Background: an optimization exercise with open tools, aiming at small area. Do not read the settings as production practice.
Only simulation tests tie the RTL to the original design; equivalence was not proved.
Power and IR drop assume default switching activity.

===== flow/remap.abc =====
&get -n
&deepsyn -J 50 -T 600
&put
dch -f
amap
topo

===== design.v =====
module converter_sub(clk, rst, switch, button1, button2, button3, beep);
    input clk, rst;
    input [6:0] switch;
    input button1, button2, button3;
    output beep;
    wire [6:0] s = switch;
    wire b1 = button1, b2 = button2, b3 = button3;
    wire s_any = |s;
    wire s_two = (s[0]&(|s[6:1])) | (s[1]&(|s[6:2])) | (s[2]&(|s[6:3])) | (s[3]&(|s[6:4])) | (s[4]&(|s[6:5])) | (s[5]&s[6]);
    wire b_one = (b1 ^ b2 ^ b3) & ~(b1 & b2 & b3);
    wire valid = s_any & ~s_two & b_one;
    wire [16:0] n;
    assign n[0] = valid ? ((b3 & (s[5] | s[3] | s[0])) | (b2 & (s[6] | s[5] | s[3] | s[2] | s[1] | s[0])) | (b1 & (s[5] | s[4] | s[0]))) : 1'b0;
    assign n[1] = valid ? ((b3 & (s[6] | s[5] | s[1] | s[0])) | (b2 & (s[3] | s[2] | s[0])) | (b1 & (s[6] | s[5] | s[4]))) : 1'b0;
    assign n[2] = valid ? ((b3 & (s[0])) | (b2 & (s[5] | s[3] | s[2])) | (b1 & (s[6] | s[3] | s[2] | s[0]))) : 1'b1;
    assign n[3] = valid ? ((b3 & (s[5] | s[0])) | (b2 & (s[6] | s[5] | s[3] | s[2] | s[1] | s[0])) | (b1 & (s[6] | s[4] | s[1] | s[0]))) : 1'b0;
    assign n[4] = valid ? ((b3 & (s[6] | s[5] | s[3] | s[2] | s[1])) | (b2 & (s[6] | s[5] | s[4] | s[1])) | (b1 & (s[5] | s[4] | s[3] | s[2] | s[0]))) : 1'b0;
    assign n[5] = valid ? ((b3 & (s[6] | s[5] | s[4] | s[1] | s[0])) | (b2 & (s[6] | s[4] | s[1])) | (b1 & (s[4] | s[2] | s[1]))) : 1'b1;
    assign n[6] = valid ? ((b3 & (s[6] | s[4] | s[3] | s[1])) | (b2 & (s[5] | s[3] | s[1] | s[0])) | (b1 & (s[6] | s[4] | s[3] | s[1] | s[0]))) : 1'b1;
    assign n[7] = valid ? ((b3 & (s[5] | s[3] | s[2] | s[1] | s[0])) | (b2 & (s[6] | s[3] | s[2] | s[1])) | (b1 & (s[4] | s[3]))) : 1'b0;
    assign n[8] = valid ? ((b3 & (s[6] | s[3] | s[2] | s[1] | s[0])) | (b2 & (s[3] | s[0])) | (b1 & (s[6] | s[5] | s[4] | s[3] | s[1] | s[0]))) : 1'b0;
    assign n[9] = valid ? ((b3 & (s[3] | s[2])) | (b2 & (s[6] | s[5] | s[3] | s[1] | s[0])) | (b1 & (s[5] | s[2] | s[1]))) : 1'b0;
    assign n[10] = valid ? ((b3 & (s[6] | s[5] | s[3] | s[2] | s[1] | s[0])) | (b2 & (s[5] | s[4] | s[2] | s[1])) | (b1 & (s[6] | s[3] | s[2] | s[1]))) : 1'b0;
    assign n[11] = valid ? ((b3 & (s[5] | s[4] | s[1])) | (b2 & (s[6] | s[3] | s[2] | s[1])) | (b1 & (s[6] | s[4] | s[2]))) : 1'b0;
    assign n[12] = valid ? ((b3 & (s[6] | s[3] | s[2] | s[1])) | (b2 & (s[6] | s[4] | s[2])) | (b1 & (s[6] | s[5] | s[2] | s[1] | s[0]))) : 1'b0;
    assign n[13] = valid ? ((b3 & (s[6] | s[4] | s[2])) | (b2 & (s[6] | s[5] | s[2] | s[1] | s[0])) | (b1 & (s[2] | s[1] | s[0]))) : 1'b0;
    assign n[14] = valid ? ((b3 & (s[6] | s[5] | s[2] | s[1] | s[0])) | (b2 & (s[2] | s[1] | s[0])) | (b1 & (s[6] | s[5] | s[4] | s[3]))) : 1'b0;
    assign n[15] = valid ? ((b3 & (s[2] | s[1] | s[0])) | (b2 & (s[6] | s[5] | s[4] | s[3]))) : 1'b0;
    assign n[16] = valid ? ((b3 & (s[6] | s[5] | s[4] | s[3]))) : 1'b0;
    wire [17:0] g;
    assign g[0] = 1'b1;
    genvar i;
    generate for (i=0;i<17;i=i+1) begin : c
        assign g[i+1] = (count[i] & ~n[i]) | (count[i] & g[i]) | (~n[i] & g[i]);
    end endgenerate
    wire ge = g[17];
    reg [16:0] count;
    reg Beep;
    assign beep = Beep;
    always @(posedge clk) begin
        if (rst) begin
            count <= 17'd0;
            Beep <= 1'b0;
        end else if (ge) begin
            count <= 17'd0;
            if (valid) Beep <= ~Beep;
        end else
            count <= count + 17'd1;
    end
endmodule
module converter_top(clk, rst, button0, button1, button2, button3, switch, LED, NUM, display, beep);
    input clk, button0, button1, button2, button3;
    input rst;  
    input [7:0] switch;
    output [3:0] NUM;
    output [7:0] display;
    output [7:0] LED;
    output beep;
    assign LED = switch;
    reg [13:0] lfsr;
    reg [1:0] phase;
    wire lfsr_low0 = ~|lfsr[12:0];
    wire lfsr_wrap = lfsr_low0 & ~lfsr[13];
    wire lfsr_fb = lfsr[13] ^ lfsr[8] ^ lfsr[10] ^ lfsr[12] ^ lfsr_low0;
    always @(posedge clk)
        if (rst) begin
            lfsr  <= 14'd0;
            phase <= 2'b11;
        end else begin
            lfsr  <= {lfsr[12:0], lfsr_fb};
            if (lfsr_wrap) phase <= phase + 2'd1;
        end
    wire [4:0] enc_code;
    assign enc_code[0] = ((switch == 8'b00100000) | (switch == 8'b00010000) | (switch == 8'b00000010) | (switch == 8'b00111111) | (switch == 8'b01101111) | (switch == 8'b01111011) | (switch == 8'b10100000) | (switch == 8'b10010000) | (switch == 8'b11011111) | (switch == 8'b11111011) | (switch == 8'b11111101) | (switch == 8'b11111110));
    assign enc_code[1] = ((switch == 8'b00001000) | (switch == 8'b00000001) | (switch == 8'b01101111) | (switch == 8'b01110111) | (switch == 8'b11000000) | (switch == 8'b10010000) | (switch == 8'b10000100) | (switch == 8'b10000010) | (switch == 8'b10111111) | (switch == 8'b11011111) | (switch == 8'b11101111) | (switch == 8'b11111011) | (switch == 8'b11111101));
    assign enc_code[2] = ((switch == 8'b01000000) | (switch == 8'b00010000) | (switch == 8'b00000010) | (switch == 8'b01011111) | (switch == 8'b01101111) | (switch == 8'b01110111) | (switch == 8'b01111101) | (switch == 8'b01111110) | (switch == 8'b11000000) | (switch == 8'b10100000) | (switch == 8'b10111111) | (switch == 8'b11101111) | (switch == 8'b11111101));
    assign enc_code[3] = ((switch == 8'b01000000) | (switch == 8'b00000100) | (switch == 8'b00000001) | (switch == 8'b01101111) | (switch == 8'b01111011) | (switch == 8'b01111101) | (switch == 8'b11000000) | (switch == 8'b10100000) | (switch == 8'b10010000) | (switch == 8'b10000100) | (switch == 8'b10000001) | (switch == 8'b11101111) | (switch == 8'b11111110));
    assign enc_code[4] = ~((switch == 8'b01000000) | (switch == 8'b00000100) | (switch == 8'b00000010) | (switch == 8'b00111111) | (switch == 8'b01011111) | (switch == 8'b01101111) | (switch == 8'b01111011) | (switch == 8'b10100000) | (switch == 8'b10000100) | (switch == 8'b10000010) | (switch == 8'b10111111) | (switch == 8'b11011111) | (switch == 8'b11101111));
    wire [3:0] dah = {switch[7], switch[5], switch[3], switch[1]};
    wire [3:0] has = {switch[6], switch[4], switch[2], switch[0]};
    wire dec_ok = has[3] & (has[3] | ~has[2]) & (has[2] | ~has[1]) & (has[1] | ~has[0])
                & ~|(dah & ~has);
    wire [4:0] dec_raw = {has[3] ? dah[3] : 1'b1,
                          has[2] ? dah[2] : has[3],
                          has[1] ? dah[1] : has[2],
                          has[0] ? dah[0] : has[1],
                          has[0]};
    wire [4:0] dec_code = dec_ok ? dec_raw : 5'b10000;
    reg [4:0] code;
    reg mode;
    always @(posedge clk) begin
        code <= button0 ? enc_code : dec_code;
        mode <= button0;
    end
    wire [6:0] glyph;
    assign glyph[0] = ~((code == 5'b01100) | (code == 5'b10001) | (code == 5'b10010) | (code == 5'b01000) | (code == 5'b00101) | (code == 5'b00001) | (code == 5'b10110) | (code == 5'b11100) | (code == 5'b10100) | (code == 5'b11110) | (code == 5'b01101) | (code == 5'b11011) | (code == 5'b01010) | (code == 5'b00010) | (code == 5'b11000) | (code == 5'b01110) | (code == 5'b10111) | (code == 5'b11001));
    assign glyph[1] = ~((code == 5'b01100) | (code == 5'b10001) | (code == 5'b10101) | (code == 5'b01000) | (code == 5'b00101) | (code == 5'b11010) | (code == 5'b00001) | (code == 5'b10110) | (code == 5'b01001) | (code == 5'b01101) | (code == 5'b11011) | (code == 5'b00010) | (code == 5'b11000) | (code == 5'b00110) | (code == 5'b01110) | (code == 5'b10111));
    assign glyph[2] = ~((code == 5'b01100) | (code == 5'b10001) | (code == 5'b10101) | (code == 5'b10010) | (code == 5'b01000) | (code == 5'b00101) | (code == 5'b11010) | (code == 5'b00001) | (code == 5'b00100) | (code == 5'b10110) | (code == 5'b01001) | (code == 5'b11100) | (code == 5'b10100) | (code == 5'b11110) | (code == 5'b01101) | (code == 5'b01010) | (code == 5'b11000) | (code == 5'b00110) | (code == 5'b00011) | (code == 5'b10011));
    assign glyph[3] = ~((code == 5'b10001) | (code == 5'b10101) | (code == 5'b10010) | (code == 5'b01000) | (code == 5'b11010) | (code == 5'b00100) | (code == 5'b01111) | (code == 5'b01001) | (code == 5'b11110) | (code == 5'b00010) | (code == 5'b11000) | (code == 5'b00110) | (code == 5'b00011) | (code == 5'b01110) | (code == 5'b10011) | (code == 5'b10111) | (code == 5'b11001));
    assign glyph[4] = ~((code == 5'b01100) | (code == 5'b10001) | (code == 5'b10010) | (code == 5'b11010) | (code == 5'b00001) | (code == 5'b01111) | (code == 5'b11100) | (code == 5'b10100) | (code == 5'b11110) | (code == 5'b11011) | (code == 5'b00010) | (code == 5'b00110) | (code == 5'b00011) | (code == 5'b10011) | (code == 5'b10111));
    assign glyph[5] = ~((code == 5'b01100) | (code == 5'b10010) | (code == 5'b00001) | (code == 5'b10110) | (code == 5'b01101) | (code == 5'b11011) | (code == 5'b00110) | (code == 5'b00011) | (code == 5'b01110) | (code == 5'b10111));
    assign glyph[6] = ~((code == 5'b01100) | (code == 5'b10101) | (code == 5'b01000) | (code == 5'b00101) | (code == 5'b11010) | (code == 5'b00100) | (code == 5'b01111) | (code == 5'b11100) | (code == 5'b11110) | (code == 5'b01101) | (code == 5'b11011) | (code == 5'b00010) | (code == 5'b10011) | (code == 5'b11001));
    reg sym_bit, sym_has;
    always @(*) begin
        case (phase)
            2'd0: begin sym_bit = code[4]; sym_has = |code[3:0]; end
            2'd1: begin sym_bit = code[3]; sym_has = |code[2:0]; end
            2'd2: begin sym_bit = code[2]; sym_has = |code[1:0]; end
            default: begin sym_bit = code[1]; sym_has = code[0]; end
        endcase
    end
    assign display = mode ? {~(sym_has & ~sym_bit), 3'b111, ~(sym_has & sym_bit), 3'b111}
                          : {1'b1, glyph};
    assign NUM = mode ? ~(4'b1000 >> phase) : 4'b0000;
    converter_sub PART1(.clk(clk), .rst(rst), .switch(switch[6:0]),
                        .button1(button1), .button2(button2), .button3(button3), .beep(beep));
endmodule

===== standard.sh =====
#!/bin/bash
# synth_recipe.tcl (not shown) runs the flow's synth.tcl, then flattens the netlist and writes it again
# the make line also repeats each setting of config.mk as NAME=value (left out here)
make -C /OpenROAD-flow-scripts/flow DESIGN_CONFIG=/design/flow/config.mk WORK_HOME=/design/flow/orfs CLKGATE_MAP_FILE= SYNTH_SCRIPT=/design/flow/synth_recipe.tcl "${@:-finish}"

===== flow/remap.ys =====
read_liberty -ignore_miss_func @LIB@
read_verilog @IN@
hierarchy -top @TOP@
setattr -mod -set keep_hierarchy 1 sky130_fd_sc_hd__dfxtp_1 sky130_fd_sc_hd__dfxtp_2 sky130_fd_sc_hd__dfxtp_4
flatten
opt_clean -purge
abc -script @SCRIPT@ -liberty @LIB@ -dont_use sky130_fd_sc_hd__probe_p_8 -dont_use sky130_fd_sc_hd__probec_p_8
opt_clean -purge
hilomap -singleton -hicell sky130_fd_sc_hd__conb_1 HI -locell sky130_fd_sc_hd__conb_1 LO
insbuf -buf sky130_fd_sc_hd__buf_1 A X
select @TOP@
tee -o @STAT@ stat -liberty @LIB@
write_verilog -noattr -noexpr -nohex -nodec -selected @OUT@

===== flow/run.sh =====
#!/bin/bash
# Layout flow: the standard synthesis, then an area re-mapping of the
# combinational logic (registers untouched), then the standard ORFS steps
# with small port buffers and a small clock tree.
set -euo pipefail
W=$(pwd)
R=$W/orfs/results/$FLOW_PLATFORM/converter_top/base
LIB=$FLOW_HOME/platforms/$FLOW_PLATFORM/lib/sky130_fd_sc_hd__tt_025C_1v80.lib

# 1. standard synthesis (yosys only)
bash standard.sh $R/1_2_yosys.v > $W/log_synth.txt 2>&1
cp $R/1_2_yosys.v $W/synth_standard.v

# 2. re-map the combinational logic for area; registers keep names and cells
sed -e "s|@LIB@|$LIB|g; s|@IN@|$W/synth_standard.v|; s|@TOP@|$FLOW_TOP|g; s|@SCRIPT@|$W/flow/remap.abc|; s|@STAT@|$W/remap_stat.txt|; s|@OUT@|$W/synth_remapped.v|" \
    $W/flow/remap.ys > $W/remap.ys
yosys -l $W/log_remap.txt -s $W/remap.ys > /dev/null 2>&1
cp $W/synth_remapped.v $R/1_2_yosys.v
touch $R/1_2_yosys.v $R/1_2_yosys.sdc

# 3. the rest of the standard flow
export BUFFER_PORTS_ARGS="-buffer_cell sky130_fd_sc_hd__buf_1"
if [ -f $W/flow/cts_args.txt ]; then export CTS_ARGS="$(cat $W/flow/cts_args.txt)"; fi
bash standard.sh > $W/log_layout.txt 2>&1

===== constraint.sdc =====
create_clock -name core_clock -period 20.0 [get_ports {clk}]
set_input_delay 4.0000 -clock core_clock [delete_from_list [all_inputs] [get_ports {clk}]]
set_output_delay 4.0000 -clock core_clock [all_outputs]
set_load 0.01 [all_outputs]

===== config.mk =====
export PLATFORM = sky130hd
export DESIGN_NAME = converter_top
export DESIGN_NICKNAME = converter_top
export VERILOG_FILES = /design/flow/design.v
export SDC_FILE = /design/flow/constraint.sdc
export NUM_CORES = 4
export LEC_CHECK = 0
export CAP_MARGIN = 20
export CORE_MARGIN = 2
export CORE_UTILIZATION = 75
export PLACE_DENSITY = 0.85
export SLEW_MARGIN = 20

===== flow/cts_args.txt =====
-sink_clustering_enable -sink_clustering_size 10 -repair_clock_nets -buf_list sky130_fd_sc_hd__clkbuf_4 -root_buf sky130_fd_sc_hd__clkbuf_4 -dont_use_dummy_load

==> notes.md <==
==> through the flow <==
| stage | setup slack [ns] | hold WS (ns) | cell area [um^2] |
|---|---|---|---|
| 2_1_floorplan | 11.88 | 0.397 | 2630 |
| 3_3_place_gp | 11.38 | 0.401 | 2790 |
| 3_5_place_dp | 11.31 | 0.409 | 2790 |
| 4_1_cts | 11.37 | 0.418 | 2820 |
| 5_1_grt | 10.87 | 0.445 | 2820 |
| 6_report | 11.34 | 0.417 | 2820 |
==> registers in the layout (all words and copies together), names as in the netlist <==
signal / flops
mode: 1
PART1.Beep: 1
lfsr: 14
phase: 2
code: 5
PART1.count: 17
==> layout by cell type (no fill, tap or decap), drive strengths merged, types with 9 or more instances in the layout <==
cell and n:
a211oi 17, nor2 85, a31oi 9, clkinv 70
nor3 15, buf 34, nand3 10, nand2 28
o21ai 32, a21oi 25, dfxtp 40
==> power by group <==
part / internal, mW / leakage, nW / switching (mW)
Combinational: 0.0125 / 0.561 / 0.0269
Sequential: 0.0824 / 0.325 / 0.00318
Clock: 0.0118 / 0.0230 / 0.0233
==> area by class of cell <==
type,count,area share [%]
multi-input combinational,288,54.5
sequential,40,28.4
inverter,70,9.30
timing repair buffer,34,4.52
tap,46,2.04
clock buffer,5,1.33
==> worst max-delay path by stage <==
stage / from / endpoint / slack (ns)
final: switch[3] / LED[3] / 11.34
after global routing: switch[3] / PART1.Beep / 10.87
after CTS: switch[3] / LED[3] / 11.37
after detailed placement: switch[3] / PART1.Beep / 11.31
after global placement: switch[3] / LED[3] / 11.38
after floorplan: switch[0] / LED[0] / 11.88
==> metal layers <==
layer,track usage (%),up-vias,wire (um)
met2,60.4,196,3210
met1,47.2,1372,2860
met4,16.6,0,325
met3,7.50,46,646
met5,0,-,0
li1,-,1517,-
==> impl_metrics.ini <==
[timing]
setup_viol_count_final = 0
unrepaired_setup_endpoints_after_global_routing = no
timing.final.hold_violations = 0
maxSlewViolCount = 0
final.period_utilization_pct = 43.3
actual_transition_at_the_worst_max_transition_pin_ns = 0.788
worst_clock_skew_ns = 0.0255
max-slew-margin-rel_pct = 46.1
timing.setup.tns_ns = 0
fin_crit_ns = 8.66
fmaxAchievable_mhz = 115

[clocking]
clockBufferDepth = 2
clock_buffer_count_from_cts = 5
clock_sinks = 40
tritoncts_clock_tree = built
hold_buf_count_cts = 0
postCtsSetupBuffers = 0
clk_pin_slew_worst_paths_ns = 0.12
root_buffer = sky130_fd_sc_hd__clkbuf_4
clk-insertion-delay-late_ns = 0.35
cts-htree-levels = 2
post_cts_resize_count = 0

[floorplanning]
dieWidth_um = 63.2
std_cell_rows = 21
die_h_um = 63.2
design.core.area_um2 = 3360
floorplan.io_pins = 35
die_area_um2 = 4000
start_util_pct = 78.2

[detailed_routing]
per_cell_routed_wire_length_um = 14.6
detail-route-antenna-nets = 0
num_vias = 3131
detail_route.drc_violations = 0
detail_route.iter0.violations = 586
drtPass1Iterations = 6
drt-total-wl_mm = 7.04
avgViaCountPerCell = 6.48

[setup_path]
timing.critical_path.depth = 2
crit_required_ns = 16.00
worstPathCellList = buf_1, buf_1
regToRegEndpoint = PART1.count[16]
critPathTopFamily = buffers and inverters
worstSetupStartpointType = primary input
timing.reg2reg.worst_path_depth = 26
critical_path_peak_fanout = 15
slowest_stage = sky130_fd_sc_hd__buf_1
critPathMostFrequentCell = sky130_fd_sc_hd__buf_1
end_kind = output port
cp.arrival_ns = 4.66
critPathBufInv = 2
crit-reg2reg-launch = PART1.count[0]
crit_path_max_incr_delay_ns = 0.45
r2r_setup_slk_ns = 16.25
critPathKind = primary input to output port

[grt]
grtUsageTotal_pct = 37.0
vias_in_the_first_global_route = 2846
global_route_wire_length_before_repair_mm = 12.2
antenna_found_initial = 0
grt_start_max_net_pins = 20
global_route_overflow = 0

[final_layout]
total_area_of_multi_input_combinational_cells_um2 = 1540
layout-drive-gt1-share_pct = 1.14
fillCellCount = 232
seqCellArea_um2 = 801
insertedDiodeCount = 0
final_util_pct = 84.0
area_growth_pct = 7.32
fin_nets = 453
fin_cells = 483

[power_and_ir_drop]
finalPower_uw = 160
p_leak_nw = 0.909
powerDensity_nw_per_um2 = 56.7
ir_drop_v = 0.0000579

[min_path]
hold_path_class = register to register
hold_end = lfsr[10]
hp-start = lfsr[9]
hold_depth = 2

[synthesis]
ys.warnings.count = 2
synth_nets = 420
netlist_area_um2 = 2630
avgSynthCellArea_um2 = 6.48
netlist_instances = 406

[flow_run]
max_cap_violations = 0

[place]
io_buffers = 34
gp_congestion = 1.08
dp_cells = 478
dp_hpwl_mm = 5.21

[outcome]
outcome = finished clean

re-timing with driven ports:
Ports are ideal in the flow. The routed layout listed here was re-timed in OpenROAD. Step 1 (the two cells are an assumption about what drives the block):
set clk [get_ports {clk}]
set_driving_cell -lib_cell sky130_fd_sc_hd__clkbuf_16 $clk
set_driving_cell -lib_cell sky130_fd_sc_hd__buf_2 [delete_from_list [all_inputs] $clk]
Step 2, shift: input delay + t, output delay - t, t = (earliest + latest rising clock arrival at the registers) / 2. This alone moves slack from input paths to output paths. Slacks: no drivers / after step 1 / after step 2; pairs: no drivers / after step 1.
t (ns): 0.362
setup slack, ns: 11.339 / 11.313 / 11.009
worst hold slack (ns): 0.417 / 0.417 / 0.417
worst slew at a driven data input, ns: 0.04
pins driven straight from the clock port: 1
After both steps this run still meets setup and hold. For this run, drivers alone change the setup slack by -0.026 ns; drivers and shift together by -0.330 ns.
